What follows belongs to an exercise in optimizing a design on an open flow for small area and few clock cycles; a production flow would make more cautious choices. The RTL was checked by simulation tests, not by an equivalence proof against the original design. No activity file was given, so power comes from the tool's default toggle rates.

== before ==
## qdec_ctx_init
module qdec_ctx_init (
    input clk,
    input rst_n,
    input  logic       ctx_init_start,
    input  logic [5:0] qp,
    output logic [9:0] ctx_init_addr,
    output logic [6:0] ctx_init_wdata,
    output logic       ctx_init_we,
    output logic       ctx_init_done_intr
);
Size: ~28 I/O pins, ~4500 sq um of cells after synthesis.
Settings: LEC_CHECK=0, ABC_AREA=1, CAP_MARGIN=20, CORE_MARGIN=2, CORE_UTILIZATION=35, SLEW_MARGIN=20, SYNTH_MEMORY_MAX_BITS=65536; clock period 10.0 ns.
standard.sh (not shown) runs the stock make flow with config.mk's settings and CLKGATE_MAP_FILE= SYNTH_SCRIPT=/design/flow/synth_recipe.tcl, a recipe that flattens the netlist after the stock synthesis.
==> flow/flow/run.sh <==
#!/bin/bash
# Own flow: the standard ORFS flow, but synthesis maps logic with an area-oriented ABC script
# (flow/abc_area.script) and leaves adders to ABC instead of mapping them to full/half-adder
# cells. Everything else (registers, their names, floorplan, place, CTS, route) is standard.
set -euo pipefail
W=$(pwd)
cp -r "$FLOW_HOME/scripts" "$W/scripts_own"
cp "$W/flow/abc_area.script" "$W/scripts_own/abc_area.script"
bash "$W/standard.sh" SCRIPTS_DIR="$W/scripts_own" ADDER_MAP_FILE= synth > "$W/own_synth.log" 2>&1
bash "$W/standard.sh" finish > "$W/own_finish.log" 2>&1
==> flow/flow/abc_area.script <==
strash
&get -n
&deepsyn -T 30
&put
dch
amap
topo
strash
dch
amap
topo
Testbench counts of before, summed over its fixed seeds: cycles 36,296.
Modified inputs, after compared to before
Settings: putting GPL_TIMING_DRIVEN at 0 where nothing was set.
==> flow/flow/run.sh <==
#!/bin/bash
# Own flow: the standard ORFS flow (standard.sh), with two changes:
#  - synthesis maps the logic with an area-oriented ABC script (flow/abc_area.script) and leaves
#    adders to ABC instead of mapping them to full/half-adder cells; the registers, their
#    names and cells are as in the standard synthesis;
#  - the port buffers are sky130_fd_sc_hd__buf_1 (every input and output port still gets one).
# Each step's full output goes to its own log here (own_synth.log, own_finish.log) and to
# ORFS's logs under orfs/logs.
set -euo pipefail
W=$(pwd)
cp -r "$FLOW_HOME/scripts" "$W/scripts_own"
cp "$W/flow/abc_area.script" "$W/scripts_own/abc_area.script"
bash "$W/standard.sh" SCRIPTS_DIR="$W/scripts_own" ADDER_MAP_FILE= synth > "$W/own_synth.log" 2>&1
bash "$W/standard.sh" "BUFFER_PORTS_ARGS=-buffer_cell sky130_fd_sc_hd__buf_1" finish > "$W/own_finish.log" 2>&1
==> summary.txt <==
- Against before, sum of internal, switching and leakage power in after fell by more than 10%.
- Every run (after and before) finished clean.
- Looking at area added between synthesis and finish, after sits 7.0 points below before.
- Relative to before, the first-pass GRT wire length of after is lower by about 10%.
- Compared with before, after shows worst-case reg-to-reg path depth lower by about 10%.
- The final worst hold slack in after was higher than what before gave.


03-24:
Another version of the RTL of qdec_ctx_init (not shown whole).
Size: about 18 flip-flops.
==> flow/config.mk <==
export PLATFORM = sky130hd
export DESIGN_NAME = qdec_ctx_init
export DESIGN_NICKNAME = qdec_ctx_init
export VERILOG_FILES = /design/flow/design.v
export SDC_FILE = /design/flow/constraint.sdc
export NUM_CORES = 4
export LEC_CHECK = 0
export ABC_AREA = 1
export CAP_MARGIN = 20
export CORE_MARGIN = 2
export CORE_UTILIZATION = 30
export CTS_BUF_LIST = sky130_fd_sc_hd__clkbuf_4
export GPL_TIMING_DRIVEN = 0
export SLEW_MARGIN = 20
export SYNTH_MEMORY_MAX_BITS = 65536
==> flow/constraint.sdc <==
create_clock -name core_clock -period 10.0 [get_ports {clk}]
set_input_delay 2.0000 -clock core_clock [delete_from_list [all_inputs] [get_ports {clk}]]
set_output_delay 2.0000 -clock core_clock [all_outputs]
set_load 0.01 [all_outputs]
==> flow/flow/run.sh <==
#!/bin/bash
# Own flow: the standard ORFS flow (standard.sh), with two changes:
#  - synthesis maps the logic with an area-oriented ABC script (flow/abc_area.script) and leaves
#    adders to ABC instead of mapping them to full/half-adder cells; the registers, their
#    names and cells are as in the standard synthesis;
#  - the port buffers are sky130_fd_sc_hd__buf_1 (every input and output port still gets one).
# Each step's full output goes to its own log here (own_synth.log, own_finish.log) and to
# ORFS's logs under orfs/logs.
set -euo pipefail
W=$(pwd)
cp -r "$FLOW_HOME/scripts" "$W/scripts_own"
cp "$W/flow/abc_area.script" "$W/scripts_own/abc_area.script"
bash "$W/standard.sh" SCRIPTS_DIR="$W/scripts_own" ADDER_MAP_FILE= synth > "$W/own_synth.log" 2>&1
bash "$W/standard.sh" "BUFFER_PORTS_ARGS=-buffer_cell sky130_fd_sc_hd__buf_1" finish > "$W/own_finish.log" 2>&1
Scripts as last shown in full above: flow/flow/abc_area.script
03-24 | status: complete | timing, DRC, antenna: pass
Testbench counts of 03-24, summed over its fixed seeds: cycles 36,296.
--- input diff 03-24..01-19 ---
# 03-24
export LEC_CHECK = 0
export ABC_AREA = 1
export CAP_MARGIN = 20
export CORE_MARGIN = 2
export CORE_UTILIZATION = 30
export CTS_BUF_LIST = sky130_fd_sc_hd__clkbuf_4
export GPL_TIMING_DRIVEN = 0
export SLEW_MARGIN = 20
export SYNTH_MEMORY_MAX_BITS = 65536
create_clock -name core_clock -period 10.0 [get_ports {clk}]
# 01-19
export LEC_CHECK = 0
export ABC_AREA = 1
export CAP_MARGIN = 20
export CORE_MARGIN = 2
export CORE_UTILIZATION = 30
export CTS_BUF_LIST = sky130_fd_sc_hd__clkbuf_2 sky130_fd_sc_hd__clkbuf_4
export GPL_TIMING_DRIVEN = 0
export SLEW_MARGIN = 20
export SYNTH_MEMORY_MAX_BITS = 65536
create_clock -name core_clock -period 10.0 [get_ports {clk}]
[summary]
03-24 and 01-19 all finish clean.
Going from 03-24 to 01-19, final area has remained practically unchanged; setup slack after layout neither gained nor lost much; wire length of the first global-routing pass flat; final weighted congestion of routability-driven global placement shows no meaningful change.
03-24 → 01-19: post-placement cell area has remained practically unchanged, number of iterations in the first detailed-routing pass has remained practically unchanged.
Going from 03-24 to 01-19, register-to-register slack essentially unchanged; internal power about even.

[static timing again, ports no longer ideal]
No port has a modelled driver above. Below, the same layouts with a new extraction and two added sets of constraints.
Step 1 assumes that a clkbuf_16 drives the clock port and a buf_2 every other input.
Step 2 times the ports against the registers' clock, not the clock port: input delays grow and output delays shrink by t, the midpoint of the rising clock arrivals with the driver on.
a / b / c = ideal / step 1 / step 2; a / b = the first two.
run | shift t [ns] | setup WS [ns] | hold slack, ns | latest minus earliest clock arrival (ns)
before | 0.311 | 0.658 / 0.658 / 0.658 | 0.596 / 0.596 / 0.596 | 0.015 / 0.015
after | 0.284 | 0.453 / 0.452 / 0.452 | 0.621 / 0.621 / 0.621 | 0.003 / 0.003
03-24 | 0.297 | 1.036 / 1.036 / 1.036 | 0.608 / 0.608 / 0.608 | 0.001 / 0.001
01-19 | 0.297 | 1.036 / 1.036 / 1.036 | 0.608 / 0.608 / 0.608 | 0.001 / 0.001
After both steps every run listed still meets setup and hold. The setup slack of after, which loses most, moves by -0.001 ns with the drivers and by -0.001 ns with both steps.
